This design comes from an exercise in tuning for small area on the open sky130 flow, not from production work.
The RTL of this run was laid out without a check of its function.
Power figures rest on the tool's default switching activity, not on a simulated workload.

$ cat design/flow/run.sh
#!/bin/bash
# synth_recipe.tcl (not shown) runs the flow's synth.tcl, then flattens the netlist and writes it again
# the make line also repeats each setting of config.mk as NAME=value (left out here)
make -C /OpenROAD-flow-scripts/flow DESIGN_CONFIG=/design/flow/config.mk WORK_HOME=/design/flow/orfs CLKGATE_MAP_FILE= SYNTH_SCRIPT=/design/flow/synth_recipe.tcl finish
$ cat design/flow/config.mk
export PLATFORM = sky130hd
export DESIGN_NAME = top
export DESIGN_NICKNAME = top
export VERILOG_FILES = /design/flow/design.v
export SDC_FILE = /design/flow/constraint.sdc
export NUM_CORES = 4
export LEC_CHECK = 0
export CAP_MARGIN = 20
export CORE_MARGIN = 2
export CORE_UTILIZATION = 40
export SLEW_MARGIN = 20
$ cat design/flow/constraint.sdc
create_clock -name core_clock -period 10.0 [get_ports {clk}]
set_input_delay 2.0000 -clock core_clock [delete_from_list [all_inputs] [get_ports {clk}]]
set_output_delay 2.0000 -clock core_clock [all_outputs]
set_load 0.01 [all_outputs]
$ cat design/flow/design.v
module clock_divider #(parameter div_val=1)(
    input clk,
    input rst,
    output reg clk_div,
    output rise
    );
    integer counter_val;
    assign rise = (counter_val==div_val) && !clk_div;
    always @(posedge clk) 
    begin
    if (rst)
    counter_val<=0;
    else if (counter_val==div_val)
    counter_val<=0;
    else 
    counter_val<=counter_val+1;
    end
    always @(posedge clk) begin
    if (rst)
    clk_div<=1'b0;
    else if(counter_val==div_val) 
    clk_div<=~clk_div;
    else
    clk_div<=clk_div;
    end
endmodule
`timescale 1ns / 1ps
module Horizontal_counter(
    input clk_25MHz,
    input rst,
    output reg enable_V_Counter,
    output reg [15:0] H_count_value
);
    always @(posedge clk_25MHz) begin
        if(rst) begin
            H_count_value<=0;
            enable_V_Counter<=0;
        end
        else if(H_count_value<799) begin
            H_count_value<=H_count_value+1;
            enable_V_Counter<=0;
        end
        else begin
            H_count_value<=0;
            enable_V_Counter<=1;
        end
       end
endmodule
module Vertical_counter(
input clk_25MHz,
input rst,
input enable_V_Counter,
output reg [15:0] V_count_value
);
always @(posedge clk_25MHz) begin
if (rst)
    V_count_value<=0;
else if (enable_V_Counter==1'b1) begin
    if(V_count_value<524 && enable_V_Counter==1'b1) begin
        V_count_value<=V_count_value+1;
    end
    else
        V_count_value<=0;
    end
end
endmodule
`timescale 1ns / 1ps
module dino(
    input clk,
    input rst,
    input clk_animate,  
    input jump,
    input duck,
    input [2:0] gameState,
    input [15:0] Hcount,
    input [15:0] Vcount,
    output reg [3:0] r_red,
    output reg [3:0] r_blue,
    output reg [3:0] r_green
    );
    wire clk_jump;
    integer ox;
    always @(posedge clk) begin
        if(rst) begin
            ox=0;
            r_red <= 4'h0;
            r_green <= 4'h0;
            r_blue <=4'h0;
        end
        else
        if(gameState==3'b001) begin
        case (jump)
        1'b0: ox=120;
        1'b1: ox=0;
        endcase
        case(duck)
        1'b1: 
        if(Hcount>=195 && Hcount<200 && Vcount>=275-ox && Vcount<385-ox) begin
            if(Vcount>=275-ox && Vcount<300-ox) begin
                r_red <= 4'hF;
                r_green <= 4'hF;
                r_blue <=4'hF;
            end
            else if(Vcount>=300-ox && Vcount<350-ox) begin
                r_red <= 4'h0;
                r_green <= 4'h0;
                r_blue <=4'h0;
            end
            else if(Vcount>=350-ox && Vcount <385-ox) begin
                r_red <= 4'hF;
                r_green <= 4'hF;
                r_blue <=4'hF;
            end
        end
        else if(Hcount>=200 && Hcount<205 && Vcount>=275-ox && Vcount<385-ox) begin
            if(Vcount>=275-ox && Vcount<315-ox) begin
                r_red <= 4'hF;
                r_green <= 4'hF;
                r_blue <=4'hF;
            end
            else if(Vcount>=315-ox && Vcount<350-ox) begin
                r_red <= 4'h0;
                r_green <= 4'h0;
                r_blue <=4'h0;
            end
            else if(Vcount>=350-ox && Vcount <385-ox) begin
                r_red <= 4'hF;
                r_green <= 4'hF;
                r_blue <=4'hF;
            end
        end
        else if(Hcount>=205 && Hcount<215 && Vcount>=275-ox && Vcount<385-ox) begin
            if(Vcount>=275-ox && Vcount<315-ox) begin
                r_red <= 4'hF;
                r_green <= 4'hF;
                r_blue <=4'hF;
            end
            else if(Vcount>=315-ox && Vcount<360-ox) begin
                r_red <= 4'h0;
                r_green <= 4'h0;
                r_blue <=4'h0;
            end
            else if(Vcount>=360-ox && Vcount <385-ox) begin
                r_red <= 4'hF;
                r_green <= 4'hF;
                r_blue <=4'hF;
            end
        end
        else if(Hcount>=215 && Hcount<225 && Vcount>=275-ox && Vcount<385-ox) begin
            if(Vcount>=275-ox && Vcount<325-ox) begin
                r_red <= 4'hF;
                r_green <= 4'hF;
                r_blue <=4'hF;
            end
            else if(Vcount>=325-ox && Vcount<360-ox) begin
                r_red <= 4'h0;
                r_green <= 4'h0;
                r_blue <=4'h0;
            end
            else if(Vcount>=360-ox && Vcount <385-ox) begin
                r_red <= 4'hF;
                r_green <= 4'hF;
                r_blue <=4'hF;
            end
        end
        else if(Hcount>=225 && Hcount<235 && Vcount>=275-ox && Vcount<365-ox) begin
            if(Vcount>=275-ox && Vcount<330-ox) begin
                r_red <= 4'hF;
                r_green <= 4'hF;
                r_blue <=4'hF;
            end
            else if(Vcount>=330-ox && Vcount<365-ox) begin
                r_red <= 4'h0;
                r_green <= 4'h0;
                r_blue <=4'h0;
            end
        end
        else if(Hcount>=235 && Hcount<240 && Vcount>=275-ox && Vcount<365-ox) begin
            if(Vcount>=275-ox && Vcount<325-ox) begin
                r_red <= 4'hF;
                r_green <= 4'hF;
                r_blue <=4'hF;
            end
            else if(Vcount>=325-ox && Vcount<365-ox) begin
                r_red <= 4'h0;
                r_green <= 4'h0;
                r_blue <=4'h0;
            end
        end
        else if (Hcount>=225 && Hcount<235 && Vcount>=365-ox && Vcount<385-ox) begin
            if(clk_animate) begin
                if(Vcount>=365-ox && Vcount <375-ox) begin
                    r_red <= 4'h0;
                    r_green <= 4'h0;
                    r_blue <=4'h0;
                end 
                else if(Vcount >=376-ox && Vcount < 385-ox) begin
                    r_red <= 4'hF;
                    r_green <= 4'hF;
                    r_blue <=4'hF;
                end
            end
            else begin
                if(Vcount>=365-ox && Vcount <375-ox) begin
                    r_red <= 4'h0;
                    r_green <= 4'h0;
                    r_blue <=4'h0;
                end 
                else if(Vcount >=375-ox && Vcount < 385-ox) begin
                    r_red <= 4'h0;
                    r_green <= 4'h0;
                    r_blue <=4'h0;
                end
            end
        end
        else if (Hcount>=235 && Hcount<240 && Vcount>=365-ox && Vcount<385-ox) begin
            if(clk_animate) begin
                if(Vcount >=365-ox && Vcount <375-ox) begin
                    r_red <= 4'h0;
                    r_green <= 4'h0;
                    r_blue <=4'h0;
                end
                else if (Vcount >=375-ox && Vcount<385-ox) begin
                    r_red <= 4'hF;
                    r_green <= 4'hF;
                    r_blue <=4'hF;
                end
            end
            else begin
                if(Vcount >=365-ox && Vcount <375-ox) begin
                    r_red <= 4'hF;
                    r_green <= 4'hF;
                    r_blue <=4'hF;
                end
                else if (Vcount >=375-ox && Vcount<385-ox) begin
                    r_red <= 4'h0;
                    r_green <= 4'h0;
                    r_blue <=4'h0;
                end
            end
        end
        else if(Hcount>=240 && Hcount<250 && Vcount>=275-ox && Vcount<385-ox) begin
            if(Vcount>=275-ox && Vcount<325-ox) begin
                r_red <= 4'hF;
                r_green <= 4'hF;
                r_blue <=4'hF;
            end
            else if(Vcount>=325-ox && Vcount<365-ox) begin
                r_red <= 4'h0;
                r_green <= 4'h0;
                r_blue <=4'h0;
            end
            else if(Vcount>=365-ox && Vcount <385-ox) begin
                r_red <= 4'hF;
                r_green <= 4'hF;
                r_blue <=4'hF;
            end
        end
        else if(Hcount>=250 && Hcount<255 && Vcount>=275-ox && Vcount<365-ox) begin
            if(Vcount>=275-ox && Vcount<305-ox) begin
                r_red <= 4'hF;
                r_green <= 4'hF;
                r_blue <=4'hF;
            end
            else if(Vcount>=305-ox && Vcount<365-ox) begin
                r_red <= 4'h0;
                r_green <= 4'h0;
                r_blue <=4'h0;
            end
        end
        else if(Hcount>=255 && Hcount<265 && Vcount>=275-ox && Vcount<365-ox) begin
            if(Vcount>=275-ox && Vcount<305-ox) begin
                r_red <= 4'hF;
                r_green <= 4'hF;
                r_blue <=4'hF;
            end
            else if(Vcount>=305-ox && Vcount<360-ox) begin
                r_red <= 4'h0;
                r_green <= 4'h0;
                r_blue <=4'h0;
            end
        end
        else if (Hcount>=250 && Hcount<255 && Vcount>=365-ox && Vcount<385-ox) begin
            if (clk_animate) begin
                if(Vcount>=365-ox && Vcount<375-ox) begin
                    r_red <= 4'h0;
                    r_green <= 4'h0;
                    r_blue <=4'h0;
                end
                else if (Vcount>= 375-ox && Vcount<385-ox) begin
                    r_red <= 4'h0;
                    r_green <= 4'h0;
                    r_blue <=4'h0;
                end  
            end
            else begin
                if(Vcount>=365-ox && Vcount<375-ox) begin
                    r_red <= 4'h0;
                    r_green <= 4'h0;
                    r_blue <=4'h0;
                end
                else if (Vcount>= 375-ox && Vcount<385-ox) begin
                    r_red <= 4'hF;
                    r_green <= 4'hF;
                    r_blue <=4'hF;
                end  
            end
        end
        else if(Hcount>=255 && Hcount<265 && Vcount>=365-ox && Vcount<385-ox) begin
            if(clk_animate) begin
                if(Vcount>=365-ox && Vcount<=375-ox) begin
                    r_red <= 4'hF;
                    r_green <= 4'hF;
                    r_blue <=4'hF;
                end
                else if(Vcount>=375-ox && Vcount<385-ox) begin
                    r_red <= 4'h0;
                    r_green <= 4'h0;
                    r_blue <=4'h0;
                end
            end
            else begin
                if(Vcount>=365-ox && Vcount<=375-ox) begin
                    r_red <= 4'h0;
                    r_green <= 4'h0;
                    r_blue <=4'h0;
                end
                else if(Vcount>=375-ox && Vcount<385-ox) begin
                    r_red <= 4'hF;
                    r_green <= 4'hF;
                    r_blue <=4'hF;
                end
            end
        end
        else if(Hcount>=265 && Hcount<270 && Vcount>=270-ox && Vcount<385-ox) begin
            if(Vcount>=275-ox && Vcount<360-ox) begin
                r_red <= 4'h0;
                r_green <= 4'h0;
                r_blue <=4'h0;
            end
            else if(Vcount>=360-ox && Vcount<385-ox) begin
                r_red <= 4'hF;
                r_green <= 4'hF;
                r_blue <=4'hF;
            end
        end
        else if(Hcount>=270 && Hcount<275 && Vcount>=275-ox && Vcount<385-ox) begin
            if(Vcount>=275-ox && Vcount<285-ox) begin
                r_red <= 4'h0;
                r_green <= 4'h0;
                r_blue <=4'h0;
            end
            else if(Vcount>=285-ox && Vcount<290-ox) begin
                r_red <= 4'hF;
                r_green <= 4'hF;
                r_blue <=4'hF;
            end
            else if(Vcount>=290-ox && Vcount <360-ox) begin
                r_red <= 4'h0;
                r_green <= 4'h0;
                r_blue <=4'h0;
            end
             else if(Vcount>=360-ox && Vcount<385-ox) begin
                r_red <= 4'hF;
                r_green <= 4'hF;
                r_blue <=4'hF;
            end
        end
        else if(Hcount>=275 && Hcount<285 && Vcount>=275-ox && Vcount<385-ox) begin
            if(Vcount>=275-ox && Vcount<335-ox) begin
                r_red <= 4'h0;
                r_green <= 4'h0;
                r_blue <=4'h0;
            end
            else if(Vcount>=335-ox && Vcount <385-ox) begin
                r_red <= 4'hF;
                r_green <= 4'hF;
                r_blue <=4'hF;
            end
        end
        else if(Hcount>=285 && Hcount<290 && Vcount>=275-ox && Vcount<385-ox) begin
            if(Vcount>=275-ox && Vcount<300-ox) begin
                r_red <= 4'h0;
                r_green <= 4'h0;
                r_blue <=4'h0;
            end
            else if(Vcount>=300-ox && Vcount<305-ox) begin
                r_red <= 4'hF;
                r_green <= 4'hF;
                r_blue <=4'hF;
            end
            else if(Vcount>=305-ox && Vcount <310-ox) begin
                r_red <= 4'h0;
                r_green <= 4'h0;
                r_blue <=4'h0;
            end
            else if(Vcount>=310-ox && Vcount<320-ox) begin
                r_red <= 4'hF;
                r_green <= 4'hF;
                r_blue <=4'hF;
            end
            else if(Vcount>=320-ox && Vcount <325-ox) begin
                r_red <= 4'h0;
                r_green <= 4'h0;
                r_blue <=4'h0;
            end
            else if(Vcount>=325-ox && Vcount<385-ox) begin
                r_red <= 4'hF;
                r_green <= 4'hF;
                r_blue <=4'hF;
            end
        end
        else if(Hcount>=290 && Hcount<300 && Vcount>=275-ox && Vcount<385-ox) begin
            if(Vcount>=275-ox && Vcount<300-ox) begin
                r_red <= 4'h0;
                r_green <= 4'h0;
                r_blue <=4'h0;
            end
            else if(Vcount>=300-ox && Vcount<305-ox) begin
                r_red <= 4'hF;
                r_green <= 4'hF;
                r_blue <=4'hF;
            end
            else if(Vcount>=305-ox && Vcount <310-ox) begin
                r_red <= 4'h0;
                r_green <= 4'h0;
                r_blue <=4'h0;
            end
            else if(Vcount>=310-ox && Vcount<320-ox) begin
                r_red <= 4'hF;
                r_green <= 4'hF;
                r_blue <=4'hF;
            end
            else if(Vcount>=320-ox && Vcount <335-ox) begin
                r_red <= 4'h0;
                r_green <= 4'h0;
                r_blue <=4'h0;
            end
            else if(Vcount>=335-ox && Vcount<385-ox) begin
                r_red <= 4'hF;
                r_green <= 4'hF;
                r_blue <=4'hF;
            end
        end
        else if(Hcount>=300 && Hcount<305 && Vcount>=275-ox && Vcount<385-ox) begin
            if(Vcount>=275-ox && Vcount<300-ox) begin
                r_red <= 4'h0;
                r_green <= 4'h0;
                r_blue <=4'h0;
            end
            else if(Vcount>=300-ox && Vcount<385-ox) begin
                r_red <= 4'hF;
                r_green <= 4'hF;
                r_blue <=4'hF;
            end
        end
        else begin
            r_red <= 4'hF;
            r_green <= 4'hF;
            r_blue <=4'hF;
        end
        1'b0:
        if (Hcount>=285 && Hcount<305 && Vcount>=330 && Vcount<340) begin
            r_red <= 4'h0;
            r_green <= 4'h0;
            r_blue <=4'h0;
        end
        else if(Hcount>=285 && Hcount<330 && Vcount>=310 && Vcount<330) begin
            if(Hcount>=290 && Hcount<295 && Vcount >= 315 && Vcount<320) begin
                r_red <= 4'hF;
                r_green <= 4'hF;
                r_blue <=4'hF;
            end
            else begin
                r_red <= 4'h0;
                r_green <= 4'h0;
                r_blue <=4'h0;
            end
        end
        else if (Hcount>=305 && Hcount<325 && Vcount>=335 && Vcount<340) begin
            r_red <= 4'h0;
            r_green <= 4'h0;
            r_blue <=4'h0;
        end
        else if (Hcount>=280 && Hcount<285 && Vcount>=320 && Vcount<340) begin
            r_red <= 4'h0;
            r_green <= 4'h0;
            r_blue <=4'h0;
        end
        else if (Hcount>=270 && Hcount<280 && Vcount>=325 && Vcount<335) begin
            r_red <= 4'h0;
            r_green <= 4'h0;
            r_blue <=4'h0;
        end
        else if (Hcount>=260 && Hcount<270 && Vcount>=325 && Vcount<350) begin
            r_red <= 4'h0;
            r_green <= 4'h0;
            r_blue <=4'h0;
        end
         else if (Hcount>=245 && Hcount<260 && Vcount>=320 && Vcount<350) begin
            r_red <= 4'h0;
            r_green <= 4'h0;
            r_blue <=4'h0;
        end
         else if (Hcount>=220 && Hcount<245 && Vcount>=320 && Vcount<360) begin
            r_red <= 4'h0;
            r_green <= 4'h0;
            r_blue <=4'h0;
        end
          else if (Hcount>=265 && Hcount<270 && Vcount>=355 && Vcount<360) begin
            r_red <= 4'h0;
            r_green <= 4'h0;
            r_blue <=4'h0;
        end
         else if (Hcount>=255 && Hcount<265 && Vcount>=350 && Vcount<360) begin
            r_red <= 4'h0;
            r_green <= 4'h0;
            r_blue <=4'h0;
        end
        else if (Hcount>=210 && Hcount<225 && Vcount>=325 && Vcount<360) begin
            r_red <= 4'h0;
            r_green <= 4'h0;
            r_blue <=4'h0;
        end
        else if (Hcount>=200 && Hcount<210 && Vcount>=315 && Vcount<360) begin
            r_red <= 4'h0;
            r_green <= 4'h0;
            r_blue <=4'h0;
        end
         else if (Hcount>=200 && Hcount<235 && Vcount>=360 && Vcount<365) begin
            r_red <= 4'h0;
            r_green <= 4'h0;
            r_blue <=4'h0;
        end
         else if (Hcount>=200 && Hcount<205 && Vcount>=365 && Vcount<370) begin
            r_red <= 4'h0;
            r_green <= 4'h0;
            r_blue <=4'h0;
        end
         else if (Hcount>=200 && Hcount<210 && Vcount>=370 && Vcount<375) begin
            r_red <= 4'h0;
            r_green <= 4'h0;
            r_blue <=4'h0;
        end
         else if (Hcount>=220 && Hcount<235 && Vcount>=365 && Vcount<370) begin
            r_red <= 4'h0;
            r_green <= 4'h0;
            r_blue <=4'h0;
        end
         else if (Hcount>=220 && Hcount<225 && Vcount>=370 && Vcount<385) begin
            r_red <= 4'h0;
            r_green <= 4'h0;
            r_blue <=4'h0;
        end
         else if (Hcount>=225 && Hcount<235 && Vcount>=380 && Vcount<385) begin
            r_red <= 4'h0;
            r_green <= 4'h0;
            r_blue <=4'h0;
        end
         else if (Hcount>=195 && Hcount<200 && Vcount>=310 && Vcount<360) begin
            r_red <= 4'h0;
            r_green <= 4'h0;
            r_blue <=4'h0;
        end
        else begin
            r_red <= 4'hF;
            r_green <= 4'hF;
            r_blue <=4'hF;
        end
    endcase
    end
    else if(gameState==3'b100) begin
            if(Hcount>=195 && Hcount<200 && Vcount>=275-ox && Vcount<385-ox) begin
            if(Vcount>=275-ox && Vcount<300-ox) begin
                r_red <= 4'hF;
                r_green <= 4'hF;
                r_blue <=4'hF;
            end
            else if(Vcount>=300-ox && Vcount<350-ox) begin
                r_red <= 4'h0;
                r_green <= 4'h0;
                r_blue <=4'h0;
            end
            else if(Vcount>=350-ox && Vcount <385-ox) begin
                r_red <= 4'hF;
                r_green <= 4'hF;
                r_blue <=4'hF;
            end
        end
        else if(Hcount>=200 && Hcount<205 && Vcount>=275-ox && Vcount<385-ox) begin
            if(Vcount>=275-ox && Vcount<315-ox) begin
                r_red <= 4'hF;
                r_green <= 4'hF;
                r_blue <=4'hF;
            end
            else if(Vcount>=315-ox && Vcount<350-ox) begin
                r_red <= 4'h0;
                r_green <= 4'h0;
                r_blue <=4'h0;
            end
            else if(Vcount>=350-ox && Vcount <385-ox) begin
                r_red <= 4'hF;
                r_green <= 4'hF;
                r_blue <=4'hF;
            end
        end
        else if(Hcount>=205 && Hcount<215 && Vcount>=275-ox && Vcount<385-ox) begin
            if(Vcount>=275-ox && Vcount<315-ox) begin
                r_red <= 4'hF;
                r_green <= 4'hF;
                r_blue <=4'hF;
            end
            else if(Vcount>=315-ox && Vcount<360-ox) begin
                r_red <= 4'h0;
                r_green <= 4'h0;
                r_blue <=4'h0;
            end
            else if(Vcount>=360-ox && Vcount <385-ox) begin
                r_red <= 4'hF;
                r_green <= 4'hF;
                r_blue <=4'hF;
            end
        end
        else if(Hcount>=215 && Hcount<225 && Vcount>=275-ox && Vcount<385-ox) begin
            if(Vcount>=275-ox && Vcount<325-ox) begin
                r_red <= 4'hF;
                r_green <= 4'hF;
                r_blue <=4'hF;
            end
            else if(Vcount>=325-ox && Vcount<360-ox) begin
                r_red <= 4'h0;
                r_green <= 4'h0;
                r_blue <=4'h0;
            end
            else if(Vcount>=360-ox && Vcount <385-ox) begin
                r_red <= 4'hF;
                r_green <= 4'hF;
                r_blue <=4'hF;
            end
        end
        else if(Hcount>=225 && Hcount<235 && Vcount>=275-ox && Vcount<385-ox) begin
            if(Vcount>=275-ox && Vcount<330-ox) begin
                r_red <= 4'hF;
                r_green <= 4'hF;
                r_blue <=4'hF;
            end
            else if(Vcount>=330-ox && Vcount<385-ox) begin
                r_red <= 4'h0;
                r_green <= 4'h0;
                r_blue <=4'h0;
            end
        end
        else if(Hcount>=235 && Hcount<240 && Vcount>=275-ox && Vcount<385-ox) begin
            if(Vcount>=275-ox && Vcount<325-ox) begin
                r_red <= 4'hF;
                r_green <= 4'hF;
                r_blue <=4'hF;
            end
            else if(Vcount>=325-ox && Vcount<365-ox) begin
                r_red <= 4'h0;
                r_green <= 4'h0;
                r_blue <=4'h0;
            end
            else if(Vcount>=365-ox && Vcount <375-ox) begin
                r_red <= 4'hF;
                r_green <= 4'hF;
                r_blue <=4'hF;
            end
             else if(Vcount>=375-ox && Vcount<385-ox) begin
                r_red <= 4'h0;
                r_green <= 4'h0;
                r_blue <=4'h0;
            end
        end
        else if(Hcount>=240 && Hcount<250 && Vcount>=275-ox && Vcount<385-ox) begin
            if(Vcount>=275-ox && Vcount<325-ox) begin
                r_red <= 4'hF;
                r_green <= 4'hF;
                r_blue <=4'hF;
            end
            else if(Vcount>=325-ox && Vcount<365-ox) begin
                r_red <= 4'h0;
                r_green <= 4'h0;
                r_blue <=4'h0;
            end
            else if(Vcount>=365-ox && Vcount <385-ox) begin
                r_red <= 4'hF;
                r_green <= 4'hF;
                r_blue <=4'hF;
            end
        end
        else if(Hcount>=250 && Hcount<255 && Vcount>=275-ox && Vcount<385-ox) begin
            if(Vcount>=275-ox && Vcount<305-ox) begin
                r_red <= 4'hF;
                r_green <= 4'hF;
                r_blue <=4'hF;
            end
            else if(Vcount>=305-ox && Vcount<385-ox) begin
                r_red <= 4'h0;
                r_green <= 4'h0;
                r_blue <=4'h0;
            end
        end
        else if(Hcount>=255 && Hcount<265 && Vcount>=275-ox && Vcount<385-ox) begin
            if(Vcount>=275-ox && Vcount<305-ox) begin
                r_red <= 4'hF;
                r_green <= 4'hF;
                r_blue <=4'hF;
            end
            else if(Vcount>=305-ox && Vcount<360-ox) begin
                r_red <= 4'h0;
                r_green <= 4'h0;
                r_blue <=4'h0;
            end
            else if(Vcount>=360-ox && Vcount <375-ox) begin
                r_red <= 4'hF;
                r_green <= 4'hF;
                r_blue <=4'hF;
            end
             else if(Vcount>=375-ox && Vcount<385-ox) begin
                r_red <= 4'h0;
                r_green <= 4'h0;
                r_blue <=4'h0;
            end
        end
        else if(Hcount>=265 && Hcount<270 && Vcount>=270-ox && Vcount<385-ox) begin
            if(Vcount>=275-ox && Vcount<360-ox) begin
                r_red <= 4'h0;
                r_green <= 4'h0;
                r_blue <=4'h0;
            end
            else if(Vcount>=360-ox && Vcount<385-ox) begin
                r_red <= 4'hF;
                r_green <= 4'hF;
                r_blue <=4'hF;
            end
        end
        else if(Hcount>=270 && Hcount<275 && Vcount>=275-ox && Vcount<385-ox) begin
            if(Vcount>=275-ox && Vcount<285-ox) begin
                r_red <= 4'h0;
                r_green <= 4'h0;
                r_blue <=4'h0;
            end
            else if(Vcount>=285-ox && Vcount<290-ox) begin
                r_red <= 4'hF;
                r_green <= 4'hF;
                r_blue <=4'hF;
            end
            else if(Vcount>=290-ox && Vcount <360-ox) begin
                r_red <= 4'h0;
                r_green <= 4'h0;
                r_blue <=4'h0;
            end
             else if(Vcount>=360-ox && Vcount<385-ox) begin
                r_red <= 4'hF;
                r_green <= 4'hF;
                r_blue <=4'hF;
            end
        end
        else if(Hcount>=275 && Hcount<285 && Vcount>=275-ox && Vcount<385-ox) begin
            if(Vcount>=275-ox && Vcount<335-ox) begin
                r_red <= 4'h0;
                r_green <= 4'h0;
                r_blue <=4'h0;
            end
            else if(Vcount>=335-ox && Vcount <385-ox) begin
                r_red <= 4'hF;
                r_green <= 4'hF;
                r_blue <=4'hF;
            end
        end
        else if(Hcount>=285 && Hcount<290 && Vcount>=275-ox && Vcount<385-ox) begin
            if(Vcount>=275-ox && Vcount<300-ox) begin
                r_red <= 4'h0;
                r_green <= 4'h0;
                r_blue <=4'h0;
            end
            else if(Vcount>=300-ox && Vcount<305-ox) begin
                r_red <= 4'hF;
                r_green <= 4'hF;
                r_blue <=4'hF;
            end
            else if(Vcount>=305-ox && Vcount <310-ox) begin
                r_red <= 4'h0;
                r_green <= 4'h0;
                r_blue <=4'h0;
            end
            else if(Vcount>=310-ox && Vcount<320-ox) begin
                r_red <= 4'hF;
                r_green <= 4'hF;
                r_blue <=4'hF;
            end
            else if(Vcount>=320-ox && Vcount <325-ox) begin
                r_red <= 4'h0;
                r_green <= 4'h0;
                r_blue <=4'h0;
            end
            else if(Vcount>=325-ox && Vcount<385-ox) begin
                r_red <= 4'hF;
                r_green <= 4'hF;
                r_blue <=4'hF;
            end
        end
        else if(Hcount>=290 && Hcount<300 && Vcount>=275-ox && Vcount<385-ox) begin
            if(Vcount>=275-ox && Vcount<300-ox) begin
                r_red <= 4'h0;
                r_green <= 4'h0;
                r_blue <=4'h0;
            end
            else if(Vcount>=300-ox && Vcount<305-ox) begin
                r_red <= 4'hF;
                r_green <= 4'hF;
                r_blue <=4'hF;
            end
            else if(Vcount>=305-ox && Vcount <310-ox) begin
                r_red <= 4'h0;
                r_green <= 4'h0;
                r_blue <=4'h0;
            end
            else if(Vcount>=310-ox && Vcount<320-ox) begin
                r_red <= 4'hF;
                r_green <= 4'hF;
                r_blue <=4'hF;
            end
            else if(Vcount>=320-ox && Vcount <335-ox) begin
                r_red <= 4'h0;
                r_green <= 4'h0;
                r_blue <=4'h0;
            end
            else if(Vcount>=335-ox && Vcount<385-ox) begin
                r_red <= 4'hF;
                r_green <= 4'hF;
                r_blue <=4'hF;
            end
        end
        else if(Hcount>=300 && Hcount<305 && Vcount>=275-ox && Vcount<385-ox) begin
            if(Vcount>=275-ox && Vcount<300-ox) begin
                r_red <= 4'h0;
                r_green <= 4'h0;
                r_blue <=4'h0;
            end
            else if(Vcount>=300-ox && Vcount<385-ox) begin
                r_red <= 4'hF;
                r_green <= 4'hF;
                r_blue <=4'hF;
            end
        end
        else begin
            r_red <= 4'hF;
            r_green <= 4'hF;
            r_blue <=4'hF;
        end
    end
    else begin
        r_red <= 4'hF;
        r_green <= 4'hF;
        r_blue <=4'hF;
    end
    end
endmodule
`timescale 1ns / 1ps
module obstacle(
    input clk,
    input rst,
    input jump,
    input reset,
    input [2:0] gameState,
    input [15:0] Hcount,
    input [15:0] Vcount,
    output reg collision,
    output reg [3:0] r_red,
    output reg [3:0] r_blue,
    output reg [3:0] r_green
    );
    wire clk_obstacle;
    wire obstacle_tick;
    integer ox;
    clock_divider #(.div_val(1999)) obs(clk, rst, clk_obstacle, obstacle_tick);  
    always @(posedge clk) begin
    if(rst) begin
        collision<=1'b0;
        ox<=0;
    end
    else if(obstacle_tick) begin
    if(reset==1'b1) begin   
        collision<=1'b0;  
        ox<=0;   
    end
    else begin
    if(gameState == 3'b001) begin  
        if(ox<470) begin
            ox<=ox+10;
            collision<=1'b0;
        end
        else if(ox>=470 && ox<473) begin
            ox<=ox+3;
            collision<=1'b0;
        end
        else if(jump==1'b0 && ox>=473 && ox<670) begin
            ox<=ox+10;
            collision<=1'b0;  
        end
        else if(jump==1'b1 && ox>=473 && ox<660) begin
            collision<=1'b1;     
        end
        else begin
            ox<=0;    
        end
    end
    end
    end
    end
    always @(posedge clk) begin
    if(rst) begin
        r_red <= 4'h0;
        r_green <= 4'h0;
        r_blue <=4'h0;
    end
    else if(gameState==3'b001) begin   
        if(Hcount>=783-ox && Hcount<788-ox && Vcount>=300 && Vcount<350) begin
            r_red <= 4'h0;
            r_green <= 4'h0;
            r_blue <=4'h0;
        end
        else if (Hcount>=788-ox && Hcount<798-ox && Vcount>=295 && Vcount<350) begin
            r_red <= 4'h0;
            r_green <= 4'h0;
            r_blue <=4'h0;
        end
         else if (Hcount>=798-ox && Hcount<803-ox && Vcount>=300 && Vcount<350) begin
            r_red <= 4'h0;
            r_green <= 4'h0;
            r_blue <=4'h0;
        end
          else if (Hcount>=803-ox && Hcount<813-ox && Vcount>=335 && Vcount<350) begin
            r_red <= 4'h0;
            r_green <= 4'h0;
            r_blue <=4'h0;
        end
        else if (Hcount>=813-ox && Hcount<818-ox && Vcount>=285 && Vcount<385) begin
            r_red <= 4'h0;
            r_green <= 4'h0;
            r_blue <=4'h0;
        end
        else if (Hcount>=818-ox && Hcount<823-ox && Vcount>=280 && Vcount<385) begin
            r_red <= 4'h0;
            r_green <= 4'h0;
            r_blue <=4'h0;
        end
        else if (Hcount>=823-ox && Hcount<838-ox && Vcount>=280 && Vcount<385) begin
            r_red <= 4'h0;
            r_green <= 4'h0;
            r_blue <=4'h0;
        end
        else if (Hcount>=823-ox && Hcount<833-ox && Vcount>=275 && Vcount<385) begin
            r_red <= 4'h0;
            r_green <= 4'h0;
            r_blue <=4'h0;
        end
        else if (Hcount>=838-ox && Hcount<858-ox && Vcount>=335 && Vcount<350) begin
            r_red <= 4'h0;
            r_green <= 4'h0;
            r_blue <=4'h0;
        end
         else if (Hcount>=858-ox && Hcount<863-ox && Vcount>=300 && Vcount<350) begin
            r_red <= 4'h0;
            r_green <= 4'h0;
            r_blue <=4'h0;
        end
         else if (Hcount>=863-ox && Hcount<873-ox && Vcount>=295 && Vcount<350) begin
            r_red <= 4'h0;
            r_green <= 4'h0;
            r_blue <=4'h0;
        end
         else if (Hcount>=873-ox && Hcount<878-ox && Vcount>=300 && Vcount<350) begin
            r_red <= 4'h0;
            r_green <= 4'h0;
            r_blue <=4'h0;
        end
         else if (Hcount>=145 && Hcount<783 && Vcount>=385 && Vcount<390) begin
            r_red <= 4'h0;
            r_green <= 4'h0;
            r_blue <=4'h0;
        end
        else begin
            r_red <= 4'hF;
            r_green <= 4'hF;
            r_blue <=4'hF;
        end
    end
    end
endmodule
`timescale 1ns / 1ps
module gameFSM(
    input clk,  
    input start,   
    input collided,
    input reset,
    input rst,
    output reg [2:0]state,  
    output reg run,
    output reg dead
    );
    always @(posedge clk) begin
        if(rst) begin
            state<=3'b000;
            run<=1'b0;
            dead<=1'b0;
        end
        else if(start==1'b0) begin
            state<=000;
        end
        else if(collided) begin
            state <= 3'b100;  
            run<=1'b0;
            dead<=1'b1;
        end
        else begin 
            state<= 3'b001;
            run<= 1'b1;
            dead<=1'b0;
        end
    end
endmodule
`timescale 1ns / 1ps
module gameoverscreen(
    input clk,
    input [15:0] Hcount,
    input [15:0] Vcount,
    output reg [3:0] r_red,
    output reg [3:0] r_blue,
    output reg [3:0] r_green
    );
    always @(posedge clk) begin
        if(Hcount>=220 && Hcount<320 && Vcount>=110 && Vcount<135) begin
            r_red<=4'hF;
            r_blue<=4'hF;
            r_green<=4'hF;
        end
        else if(Hcount>=220 && Hcount<245 && Vcount>=135 && Vcount<235) begin
            r_red<=4'hF;
            r_blue<=4'hF;
            r_green<=4'hF;
        end
        else if(Hcount>=245 && Hcount<320 && Vcount>=210 && Vcount<235) begin
            r_red<=4'hF;
            r_blue<=4'hF;
            r_green<=4'hF;
        end
        else if(Hcount>=295 && Hcount<320 && Vcount>=160 && Vcount<210) begin
            r_red<=4'hF;
            r_blue<=4'hF;
            r_green<=4'hF;
        end
        else if(Hcount>=270 && Hcount<295 && Vcount>=160 && Vcount<185) begin
            r_red<=4'hF;
            r_blue<=4'hF;
            r_green<=4'hF;
        end
        else if(Hcount>=345 && Hcount<370 && Vcount>=110 && Vcount<235) begin
            r_red<=4'hF;
            r_blue<=4'hF;
            r_green<=4'hF;
        end
        else if(Hcount>=370 && Hcount<420 && Vcount>=110 && Vcount<135) begin
            r_red<=4'hF;
            r_blue<=4'hF;
            r_green<=4'hF;
        end
        else if(Hcount>=370 && Hcount<420 && Vcount>=160 && Vcount<185) begin
            r_red<=4'hF;
            r_blue<=4'hF;
            r_green<=4'hF;
        end
        else if(Hcount>=420 && Hcount<445 && Vcount>=110 && Vcount<235) begin
            r_red<=4'hF;
            r_blue<=4'hF;
            r_green<=4'hF;
        end
        else if(Hcount>=470 && Hcount<495 && Vcount>=110 && Vcount<235) begin
            r_red<=4'hF;
            r_blue<=4'hF;
            r_green<=4'hF;
        end
        else if(Hcount>=495 && Hcount<570 && Vcount>=110 && Vcount<135) begin
            r_red<=4'hF;
            r_blue<=4'hF;
            r_green<=4'hF;
        end
        else if(Hcount>=520 && Hcount<545 && Vcount>=135 && Vcount<185) begin
            r_red<=4'hF;
            r_blue<=4'hF;
            r_green<=4'hF;
        end
        else if(Hcount>=570 && Hcount<595 && Vcount>=110 && Vcount<235) begin
            r_red<=4'hF;
            r_blue<=4'hF;
            r_green<=4'hF;
        end
        else if(Hcount>=620 && Hcount<645 && Vcount>=110 && Vcount<235) begin
            r_red<=4'hF;
            r_blue<=4'hF;
            r_green<=4'hF;
        end
        else if(Hcount>=645 && Hcount<720 && Vcount>=110 && Vcount<135) begin
            r_red<=4'hF;
            r_blue<=4'hF;
            r_green<=4'hF;
        end
        else if(Hcount>=645 && Hcount<720 && Vcount>=160 && Vcount<185) begin
            r_red<=4'hF;
            r_blue<=4'hF;
            r_green<=4'hF;
        end
        else if(Hcount>=645 && Hcount<720 && Vcount>=210 && Vcount<235) begin
            r_red<=4'hF;
            r_blue<=4'hF;
            r_green<=4'hF;
        end
        else if(Hcount>=245 && Hcount<270 && Vcount>=260 && Vcount<385) begin
            r_red<=4'hF;
            r_blue<=4'hF;
            r_green<=4'hF;
        end
        else if(Hcount>=270 && Hcount<320 && Vcount>=260 && Vcount<285) begin
            r_red<=4'hF;
            r_blue<=4'hF;
            r_green<=4'hF;
        end
        else if(Hcount>=270 && Hcount<320 && Vcount>=360 && Vcount<385) begin
            r_red<=4'hF;
            r_blue<=4'hF;
            r_green<=4'hF;
        end
        else if(Hcount>=320 && Hcount<345 && Vcount>=260 && Vcount<385) begin
            r_red<=4'hF;
            r_blue<=4'hF;
            r_green<=4'hF;
        end 
        else if(Hcount>=370 && Hcount<395 && Vcount>=260 && Vcount<335) begin
            r_red<=4'hF;
            r_blue<=4'hF;
            r_green<=4'hF;
        end
        else if(Hcount>=370 && Hcount<405 && Vcount>=335 && Vcount<345) begin
            r_red<=4'hF;
            r_blue<=4'hF;
            r_green<=4'hF;
        end
        else if(Hcount>=380 && Hcount<415 && Vcount>=345 && Vcount<355) begin
            r_red<=4'hF;
            r_blue<=4'hF;
            r_green<=4'hF;
        end
        else if(Hcount>=390 && Hcount<450 && Vcount>=355 && Vcount<365) begin
            r_red<=4'hF;
            r_blue<=4'hF;
            r_green<=4'hF;
        end
        else if(Hcount>=395 && Hcount<440 && Vcount>=365 && Vcount<375) begin
            r_red<=4'hF;
            r_blue<=4'hF;
            r_green<=4'hF;
        end
        else if(Hcount>=405 && Hcount<430 && Vcount>=375 && Vcount<385) begin
            r_red<=4'hF;
            r_blue<=4'hF;
            r_green<=4'hF;
        end
        else if(Hcount>=425 && Hcount<460 && Vcount>=345 && Vcount<355) begin
            r_red<=4'hF;
            r_blue<=4'hF;
            r_green<=4'hF;
        end
        else if(Hcount>=435 && Hcount<470 && Vcount>=335 && Vcount<345) begin
            r_red<=4'hF;
            r_blue<=4'hF;
            r_green<=4'hF;
        end
        else if(Hcount>=445 && Hcount<470 && Vcount>=260 && Vcount<335) begin
            r_red<=4'hF;
            r_blue<=4'hF;
            r_green<=4'hF;
        end
        else if(Hcount>=495 && Hcount<520 && Vcount>=260 && Vcount<385) begin
            r_red<=4'hF;
            r_blue<=4'hF;
            r_green<=4'hF;
        end
        else if(Hcount>=520 && Hcount<595 && Vcount>=260 && Vcount<285) begin
            r_red<=4'hF;
            r_blue<=4'hF;
            r_green<=4'hF;
        end
        else if(Hcount>=520 && Hcount<595 && Vcount>=310 && Vcount<335) begin
            r_red<=4'hF;
            r_blue<=4'hF;
            r_green<=4'hF;
        end
        else if(Hcount>=520 && Hcount<595 && Vcount>=360 && Vcount<385) begin
            r_red<=4'hF;
            r_blue<=4'hF;
            r_green<=4'hF;
        end
        else if(Hcount>=620 && Hcount<645 && Vcount>=260 && Vcount<385) begin
            r_red<=4'hF;
            r_blue<=4'hF;
            r_green<=4'hF;
        end
        else if(Hcount>=645 && Hcount<720 && Vcount>=260 && Vcount<285) begin
            r_red<=4'hF;
            r_blue<=4'hF;
            r_green<=4'hF;
        end
        else if(Hcount>=695 && Hcount<720 && Vcount>=285 && Vcount<335) begin
            r_red<=4'hF;
            r_blue<=4'hF;
            r_green<=4'hF;
        end
        else if(Hcount>=645 && Hcount<695 && Vcount>=310 && Vcount<335) begin
            r_red<=4'hF;
            r_blue<=4'hF;
            r_green<=4'hF;
        end
        else if(Hcount>=655 && Hcount<680 && Vcount>=335 && Vcount<345) begin
            r_red<=4'hF;
            r_blue<=4'hF;
            r_green<=4'hF;
        end
        else if(Hcount>=665 && Hcount<690 && Vcount>=345 && Vcount<355) begin
            r_red<=4'hF;
            r_blue<=4'hF;
            r_green<=4'hF;
        end
        else if(Hcount>=675 && Hcount<700 && Vcount>=355 && Vcount<365) begin
            r_red<=4'hF;
            r_blue<=4'hF;
            r_green<=4'hF;
        end
        else if(Hcount>=685 && Hcount<710 && Vcount>=365 && Vcount<375) begin
            r_red<=4'hF;
            r_blue<=4'hF;
            r_green<=4'hF;
        end
        else if(Hcount>=695 && Hcount<720 && Vcount>=375 && Vcount<385) begin
            r_red<=4'hF;
            r_blue<=4'hF;
            r_green<=4'hF;
        end
        else begin
            r_red<=4'h0;
            r_blue<=4'h0;
            r_green<=4'h0;
        end
    end
endmodule
`timescale 1ns / 1ps
module mainmenu(
    input clk,
    input [15:0] Hcount,
    input [15:0] Vcount,
    output reg [3:0] r_red,
    output reg [3:0] r_blue,
    output reg [3:0] r_green
    );
    always @(posedge clk) begin
        if(Hcount>=310 && Hcount<620 && Vcount>=220 && Vcount<300) begin
            if(Hcount>=320 && Hcount<370 && Vcount>=235 && Vcount<245) begin
                r_red<=4'h0;
                r_blue<=4'h0;
                r_green<=4'h0;
            end
            else if(Hcount>=320 && Hcount<330 && Vcount>=245 && Vcount<265) begin
                r_red<=4'h0;
                r_blue<=4'h0;
                r_green<=4'h0;
            end
            else if(Hcount>=330 && Hcount<370 && Vcount>=255 && Vcount<265) begin
                r_red<=4'h0;
                r_blue<=4'h0;
                r_green<=4'h0;
            end
            else if(Hcount>=360 && Hcount<370 && Vcount>=265 && Vcount<285) begin
                r_red<=4'h0;
                r_blue<=4'h0;
                r_green<=4'h0;
            end
            else if(Hcount>=320 && Hcount<370 && Vcount>=275 && Vcount<285) begin
                r_red<=4'h0;
                r_blue<=4'h0;
                r_green<=4'h0;
            end
            else if(Hcount>=380 && Hcount<430 && Vcount>=235 && Vcount<245) begin
                r_red<=4'h0;
                r_blue<=4'h0;
                r_green<=4'h0;
            end
            else if(Hcount>=400 && Hcount<410 && Vcount>=245 && Vcount<285) begin
                r_red<=4'h0;
                r_blue<=4'h0;
                r_green<=4'h0;
            end
            else if(Hcount>=440 && Hcount<450 && Vcount>=235 && Vcount<285) begin
                r_red<=4'h0;
                r_blue<=4'h0;
                r_green<=4'h0;
            end
            else if(Hcount>=450 && Hcount<485 && Vcount>=235 && Vcount<245) begin
                r_red<=4'h0;
                r_blue<=4'h0;
                r_green<=4'h0;
            end
            else if(Hcount>=475 && Hcount<485 && Vcount>=245 && Vcount<285) begin
                r_red<=4'h0;
                r_blue<=4'h0;
                r_green<=4'h0;
            end
            else if(Hcount>=450 && Hcount<475 && Vcount>=255 && Vcount<265) begin
                r_red<=4'h0;
                r_blue<=4'h0;
                r_green<=4'h0;
            end
            else if(Hcount>=495 && Hcount<505 && Vcount>=235 && Vcount<285) begin
                r_red<=4'h0;
                r_blue<=4'h0;
                r_green<=4'h0;
            end
            else if(Hcount>=505 && Hcount<515 && Vcount>=245 && Vcount<255) begin
                r_red<=4'h0;
                r_blue<=4'h0;
                r_green<=4'h0;
            end
            else if(Hcount>=510 && Hcount<520 && Vcount>=240 && Vcount<250) begin
                r_red<=4'h0;
                r_blue<=4'h0;
                r_green<=4'h0;
            end
            else if(Hcount>=515 && Hcount<540 && Vcount>=235 && Vcount<245) begin
                r_red<=4'h0;
                r_blue<=4'h0;
                r_green<=4'h0;
            end
            else if(Hcount>=550 && Hcount<600 && Vcount>=235 && Vcount<245) begin
                r_red<=4'h0;
                r_blue<=4'h0;
                r_green<=4'h0;
            end
            else if(Hcount>=570 && Hcount<580 && Vcount>=245 && Vcount<285) begin
                r_red<=4'h0;
                r_blue<=4'h0;
                r_green<=4'h0;
            end
            else begin
                r_red<=4'hF;
                r_blue<=4'hF;
                r_green<=4'hF;
            end
        end
        else begin
            r_red<=4'h0;
            r_blue<=4'h0;
            r_green<=4'h0;
        end
    end
endmodule
`timescale 1ns / 1ps
module top(
    input clk,
    input rst,
    input jumpButton,
    input duckButton,
    input start,
    output collided,
    output Hsynq,
    output Vsynq,
    output run,
    output dead,
    input resetButton,
    output [3:0] Red,
    output [3:0] Green,
    output [3:0] Blue
    );
    wire clk_animate;  
    wire enable_V_Counter;
    wire [15:0] Hcount;
    wire [15:0] Vcount;
    wire [3:0] r_red;
    wire [3:0] r_green;
    wire [3:0] r_blue;
    wire [3:0] o_red;
    wire [3:0] o_green;
    wire [3:0] o_blue;
    wire [3:0] g_red;
    wire [3:0] g_green;
    wire [3:0] g_blue;
    wire [3:0] m_red;
    wire [3:0] m_green;
    wire [3:0] m_blue;
    wire [3:0] c_red;
    wire [3:0] c_green;
    wire [3:0] c_blue;
    wire [2:0] gameState;
    wire collision;
    reg reset;
    integer ox;
    wire clk_score;
    wire animate_tick;
    clock_divider #(.div_val(31249)) animate(clk, rst, clk_animate, animate_tick);
    Horizontal_counter VGAHoriz(clk, rst, enable_V_Counter, Hcount);
    Vertical_counter VGAVerti(clk, rst, enable_V_Counter, Vcount);
    assign Hsynq = (Hcount<96)? 1'b1:1'b0;
    assign Vsynq = (Vcount<2)? 1'b1:1'b0;
    dino Trexstate(clk, rst, clk_animate, jumpButton, duckButton, gameState, Hcount, Vcount, r_red, r_blue, r_green);
    obstacle cactusState(clk, rst, jumpButton, resetButton, gameState, Hcount, Vcount, collided, o_red, o_blue, o_green);
    gameFSM gamestate(clk, start, collided, resetButton, rst, gameState, run, dead);
    gameoverscreen deadstatescreen(clk, Hcount, Vcount, g_red, g_blue, g_green);
    mainmenu mainscreen(clk, Hcount, Vcount, m_red, m_blue, m_green);
    assign Red = (Hcount < 784 && Hcount > 143 && Vcount <515 && Vcount > 34 && gameState==3'b000)?m_red
    :(Hcount < 784 && Hcount > 143 && Vcount <515 && Vcount > 34 && gameState==3'b100)? g_red
    :(Hcount>=330 && Hcount<784 && Vcount>=275 && Vcount<385 && jumpButton==1'b1 && duckButton==1'b0 && gameState==3'b001)?o_red
    :(Hcount>=305 && Hcount<784 && Vcount>=275 && Vcount<385 && jumpButton==1'b1 && duckButton==1'b1 && gameState==3'b001)?o_red
    :(Hcount>=143 && Hcount<784 && Vcount>=275 && Vcount<385 && jumpButton==1'b0 && gameState==3'b001)?o_red
    :(Hcount >= 195 && Hcount < 330 && Vcount >=275 && Vcount < 385 && gameState==3'b001)? r_red
    : ((Hcount>=145 && Hcount<784 && Vcount>=385 && Vcount<390 && gameState==3'b001)? o_red
    :(Hcount >= 195 && Hcount < 305 && Vcount >=155 && Vcount < 265 && gameState ==3'b001)?r_red
    :(Hcount < 784 && Hcount > 143 && Vcount <515 && Vcount > 34)? 4'hF:4'h0);
    assign Green = (Hcount < 784 && Hcount > 143 && Vcount <515 && Vcount > 34 && gameState==3'b000)?m_green
    :(Hcount < 784 && Hcount > 143 && Vcount <515 && Vcount > 34 && gameState==3'b100)? g_green
    :(Hcount>=330 && Hcount<784 && Vcount>=275 && Vcount<385 && jumpButton==1'b1 && duckButton==1'b0 && gameState==3'b001)?o_green
    :(Hcount>=305 && Hcount<784 && Vcount>=275 && Vcount<385 && jumpButton==1'b1 && duckButton==1'b1 && gameState==3'b001)?o_green
    :(Hcount>=143 && Hcount<784 && Vcount>=275 && Vcount<385 && jumpButton==1'b0 && gameState==3'b001)?o_green
    :(Hcount >= 195 && Hcount < 330 && Vcount >=275 && Vcount < 385 && gameState==3'b001)? r_green
    : ((Hcount>=145 && Hcount<784 && Vcount>=385 && Vcount<390 && gameState==3'b001)? o_green
    :(Hcount >= 195 && Hcount < 305 && Vcount >=155 && Vcount < 265 && gameState ==3'b001)?r_green
    :(Hcount < 784 && Hcount > 143 && Vcount <515 && Vcount > 34)? 4'hF:4'h0);
    assign Blue = (Hcount < 784 && Hcount > 143 && Vcount <515 && Vcount > 34 && gameState==3'b000)?m_blue
    :(Hcount < 784 && Hcount > 143 && Vcount <515 && Vcount > 34 && gameState==3'b100)?g_blue  
    :(Hcount>=330 && Hcount<784 && Vcount>=275 && Vcount<385 && jumpButton==1'b1 && duckButton==1'b0 && gameState==3'b001)?o_blue  
    :(Hcount>=305 && Hcount<784 && Vcount>=275 && Vcount<385 && jumpButton==1'b1 && duckButton==1'b1 && gameState==3'b001)?o_blue  
    :(Hcount>=143 && Hcount<784 && Vcount>=275 && Vcount<385 && jumpButton==1'b0 && gameState==3'b001)?o_blue  
    :(Hcount >= 195 && Hcount < 330 && Vcount >=275 && Vcount < 385 && gameState==3'b001)? r_blue  
    : ((Hcount>=145 && Hcount<784 && Vcount>=385 && Vcount<390 && gameState==3'b001)?o_blue  
    :(Hcount >= 195 && Hcount < 305 && Vcount >=155 && Vcount < 265 && gameState==3'b001)?r_blue  
    :(Hcount < 784 && Hcount > 143 && Vcount <515 && Vcount > 34)? 4'hF:4'h0);  
endmodule
==> run notes <==
STATUS
---------------------------------------------------------------------------------
Result of the run .................................................. complete, no violations

STA
---------------------------------------------------------------------------------
Max-slew headroom at the worst pin .................................       22.93%
Least-Margin Pin Slew ..............................................      1145 ps
Share of the clock period used by the worst path ...................       73.57%
Clock period minus worst slack .....................................      7357 ps
Fin Setup TNS ......................................................         0 ps
Max-slew violation total from the final report .....................            0
Maximum clock frequency ............................................    135.9 MHz
# setup viols final ................................................            0
Worst-case setup margin in the final layout ........................      2643 ps
Setup repair after global routing missed its margin ................        false
Final Hold Violating Endpoints .....................................            0
Layout Skew ........................................................     22.02 ps

CLOCKING
---------------------------------------------------------------------------------
Clock latency at the later pin of the worst-skew pair ..............       500 ps
Clock-pin slew on the worst setup and hold paths ...................        60 ps
Post-CTS Hold Buffers ..............................................            0
Number of buffers between clock root and the deepest sink ..........            2
Sink count of the clock tree .......................................          152
H-tree lvl count ...................................................            4
Root buffer selected by CTS ........................................ sky130_fd_sc_hd__clkbuf_16
Number of gates resized after cts ..................................            0
Setup Buffers After CTS ............................................            0
CTS tree ...........................................................        built
Number of clock buffers inserted by TritonCTS ......................           17

WORST SETUP PATH
---------------------------------------------------------------------------------
Worst reg2reg startpoint ........................................... cactusState.ox[5]$_SDFFE_PP0P_
Worst reg2reg endpoint ............................................. cactusState.r_red[2]$_SDFFE_PP0P_
Crit path DAT ......................................................      5360 ps
Critical path start-end classification ............................. primary input to output pin
Data required time at the worst endpoint ...........................      8000 ps
CP max FO ..........................................................           12
Worst reg2reg setup slack ..........................................      3830 ps
Category of the worst setup path launch point ...................... primary input
Worst r2r path cells ...............................................           18
Kind of end point of the critical path .............................   output pin

ROUTE
---------------------------------------------------------------------------------
Iteration-0 DRC count of the detailed router .......................         4045
Wire length after detailed routing .................................     112.5 mm
Via count of the routed design .....................................        28490
Number of optimization iterations in the first detailed-route pass .            8
DRC violations left ................................................            0
Vias per Instance ..................................................        6.818
Post-route ant nets ................................................            0
Wire per inst ......................................................     26.94 um

MIN PATH
---------------------------------------------------------------------------------
Worst Min Path Start ............................................... VGAVerti.V_count_value[15]$_SDFFE_PP0P_
Instance count along the most critical hold path ...................            2
Hold WC Path Type .................................................. flip-flop to flip-flop
Worst Hold Endpoint ................................................ VGAVerti.V_count_value[15]$_SDFFE_PP0P_

PWR
---------------------------------------------------------------------------------
Power density cells ................................................ 57.96 nW/um^2
Total internal power ...............................................   0.001047 W
Sequential power share .............................................        41.7%
Gate power share ...................................................        10.1%
Leakage power figure ...............................................     10.13 nW
Portion of total power attributed to the clock network .............        48.2%
Worst ir drop on vdd ...............................................     138.1 uV
Switching fraction of total power ..................................       30.02%
Net switching power figure .........................................  0.0004494 W

SYNTH
---------------------------------------------------------------------------------
Synthesized area per cell ..........................................   6.941 um^2
Gate count of the mapped netlist ...................................         3509
Distinct cell type count after synthesis ...........................          108
Summed instance area of the synthesized netlist ....................   24360 um^2
Commonest cells in the netlist ..................................... sky130_fd_sc_hd__nor2_1 (357), sky130_fd_sc_hd__nand2_1 (315), sky130_fd_sc_hd__a21oi_1 (280)
Fraction of post-synthesis cell area in the top cell type by area ..       12.49%
Top post-synthesis cells by area ................................... sky130_fd_sc_hd__dfxtp_1 (12%), sky130_fd_sc_hd__ha_1 (12%), sky130_fd_sc_hd__xnor2_1 (5.9%), sky130_fd_sc_hd__a21oi_1 (5.8%), sky130_fd_sc_hd__nor2_1 (5.5%)
Count of warnings emitted by yosys .................................            9
Cell taking the most area after synthesis .......................... sky130_fd_sc_hd__dfxtp_1
Number of enable-type register cells in the synthesized netlist ....            0
Sequential cell area fraction in the yosys report ..................       12.49%
Async SR Flop Fraction .............................................           0%
Top FF cell, synth ................................................. sky130_fd_sc_hd__dfxtp_1
Most used standard cell by instance count after synthesis .......... sky130_fd_sc_hd__nor2_1
Flop and latch count out of synthesis ..............................          152

LAYOUT
---------------------------------------------------------------------------------
Combined area of the multi-input logic cells .......................   20070 um^2
Combined flip-flop and latch cell area .............................    3050 um^2
Synth-to-layout area growth ........................................       6.026%
Cell area after layout .............................................   25820 um^2
Layout cells sized above 1 .........................................       6.567%
Antenna diode count ................................................            0
Fill count .........................................................         6274
Non-filler instance count after layout .............................         4178
Layout Nets ........................................................         3629

PLACED DESIGN
---------------------------------------------------------------------------------
Placed wire-length estimate after detailed placement ...............     83.00 mm
Routability Congestion .............................................        1.026
Pre-CTS WS .........................................................      2685 ps
Instance area at placement .........................................   25180 um^2
Buffers on Ports ...................................................           22
Number of cells in the design after placement ......................         4146

FLOORPLAN
---------------------------------------------------------------------------------
Std-Cell Rows ......................................................           90
Horizontal extent of the die .......................................     250.8 um
Count of pins on the block boundary ................................           23
Std-Cell Core Area .................................................   60250 um^2
Die height .........................................................     250.8 um
Effective utilization at floorplan .................................       40.43%
Area of the die ....................................................   62880 um^2

GRT
---------------------------------------------------------------------------------
GR Util All Layers .................................................       34.66%
Largest net degree at the start of global routing ..................           59
Wire length of the first global-routing pass .......................     167.4 mm
Antenna violations before repair ...................................            3
Grt ovf ............................................................            0
Via count of the first global-routing pass .........................        25590

RUN
---------------------------------------------------------------------------------
Max-capacitance violation count ....................................            0

## area by class of cell
class                      count  area share [%]
clock buffer                  18           1.662
clock inverter                14          0.7898
multi-input combinational   3037           77.71
inverter                      72           1.047
timing repair buffer         103           3.188
tap                          782           3.789
sequential                   152           11.81
## cell families after synthesis
kind of cell / after synthesis / synth area share, %
other: 1 / 0.01540
and+or+nand+nor: 1457 / 31.49
AOI/OAI and AO/OA: 1066 / 28.55
muxes: 23 / 0.9914
buffers and inverters: 325 / 5.327
DFF: 152 / 12.49
xor gates and xnor gates: 245 / 8.810
adders and majority gates: 240 / 12.33
## per-layer routing
layer / GRT usage, % / vias to the layer above / share of wire [%]
met5: 0 / - / 0.020
met4: 15.24 / 4 / 4.8
met3: 8.428 / 363 / 12
met2: 49.16 / 1883 / 40
met1: 49.20 / 13420 / 43
li1: - / 12820 / -
## critical path, stage by stage
cell	delay [ps]
sky130_fd_sc_hd__clkdlybuf4s50_1	860
sky130_fd_sc_hd__inv_1	410
sky130_fd_sc_hd__a211o_1	380
sky130_fd_sc_hd__o2bb2ai_1	810
sky130_fd_sc_hd__a21o_1	150
sky130_fd_sc_hd__a21oi_1	70
sky130_fd_sc_hd__nor2_1	120
sky130_fd_sc_hd__clkdlybuf4s50_1	540
## per-stage QoR
step / utilization (%) / hold WS (ps) / power, W
after floorplan: - / 417.5 / 0.0007322
after global placement: 41.79 / 433.8 / 0.0007835
after detailed placement: 41.79 / 436.5 / 0.0007836
after CTS: 42.84 / 446.6 / 0.001511
after global routing: 42.86 / 480.3 / 0.001552
final: 42.86 / 444.2 / 0.001497
## cells in the final DEF (no fill, tap or decap), types with 17 or more instances in the layout
cell,netlist,layout
sky130_fd_sc_hd__a2111oi_0,24,24
sky130_fd_sc_hd__a211o_1,20,20
sky130_fd_sc_hd__a211oi_1,33,33
sky130_fd_sc_hd__a21o_1,67,67
sky130_fd_sc_hd__a21oi_1,280,280
sky130_fd_sc_hd__a31oi_1,50,50
sky130_fd_sc_hd__and2_1,43,43
sky130_fd_sc_hd__and3_1,45,45
sky130_fd_sc_hd__and4_1,19,19
sky130_fd_sc_hd__buf_4,2,81
sky130_fd_sc_hd__clkbuf_16,0,17
sky130_fd_sc_hd__clkdlybuf4s50_1,0,21
sky130_fd_sc_hd__dfxtp_1,152,146
sky130_fd_sc_hd__ha_1,240,240
sky130_fd_sc_hd__inv_1,68,68
sky130_fd_sc_hd__mux2i_1,17,17
sky130_fd_sc_hd__nand2_1,315,315
sky130_fd_sc_hd__nand2b_1,47,47
sky130_fd_sc_hd__nand3_1,120,120
sky130_fd_sc_hd__nand4_1,83,83
sky130_fd_sc_hd__nor2_1,357,357
sky130_fd_sc_hd__nor2b_1,41,41
sky130_fd_sc_hd__nor3_1,113,113
sky130_fd_sc_hd__nor4_1,59,56
sky130_fd_sc_hd__nor4b_1,18,18
sky130_fd_sc_hd__o2111ai_1,19,19
sky130_fd_sc_hd__o211ai_1,52,52
sky130_fd_sc_hd__o21a_1,22,22
sky130_fd_sc_hd__o21ai_0,252,252
sky130_fd_sc_hd__o22ai_1,21,21
sky130_fd_sc_hd__o31ai_1,24,24
sky130_fd_sc_hd__or2_2,24,24
sky130_fd_sc_hd__or3_1,48,48
sky130_fd_sc_hd__or4_1,32,32
sky130_fd_sc_hd__xnor2_1,163,163
sky130_fd_sc_hd__xor2_1,82,82
## registers in the layout (all words and copies together) (netlist names), 2 cells and up
name / count
cactusState.obs.counter_val: 32
animate.counter_val: 32
Trexstate.r_red: 4
VGAHoriz.H_count_value: 16
cactusState.ox: 32
Trexstate.r_blue: 4
Trexstate.r_green: 4
gamestate.state: 2
VGAVerti.V_count_value: 16
## power by group through the flow
stage | clock (W) | combinational, W | sequential, W
5_1_grt | 0.000762 | 0.000163 | 0.000626
6_report | 0.000721 | 0.000151 | 0.000625
4_1_cts | 0.000741 | 0.000146 | 0.000624
3_3_place_gp | 0 | 0.000145 | 0.000639
3_5_place_dp | 0 | 0.000145 | 0.000639
2_1_floorplan | 0 | 0.0000942 | 0.000638
## how the worst max path moves through the flow
stage,slack (ps),endpoint,cells after the start,start
after detailed placement,2680,Green[2],8,jumpButton
after CTS,2670,Green[2],8,jumpButton
final,2640,Green[2],8,jumpButton
after floorplan,4840,Blue[0],6,jumpButton
after global routing,2490,Blue[2],8,jumpButton
after global placement,2770,Green[1],8,jumpButton

==> separate check: timing with driven ports <==
In the flow no input, the clock included, has a driving cell. The finished layout below was timed again as built, in two steps.
Step 1: set_driving_cell puts a clkbuf_16 on clk and a buf_2 on each other input, an assumption about the parent block.
Step 2 times the ports against the registers' clock, not the clock port: input delays grow and output delays shrink by t, the midpoint of the rising clock arrivals with the driver on.
Slacks: no drivers / after step 1 / after step 2; pairs: no drivers / after step 1.
shift t [ns]: 0.557
setup slack, ns: 2.643 / 2.621 / 2.621
worst slew at a driven data input, ns: 0.03
After both steps this run still meets setup and hold. The setup slack of this run moves by -0.022 ns with the drivers and by -0.022 ns with both steps.
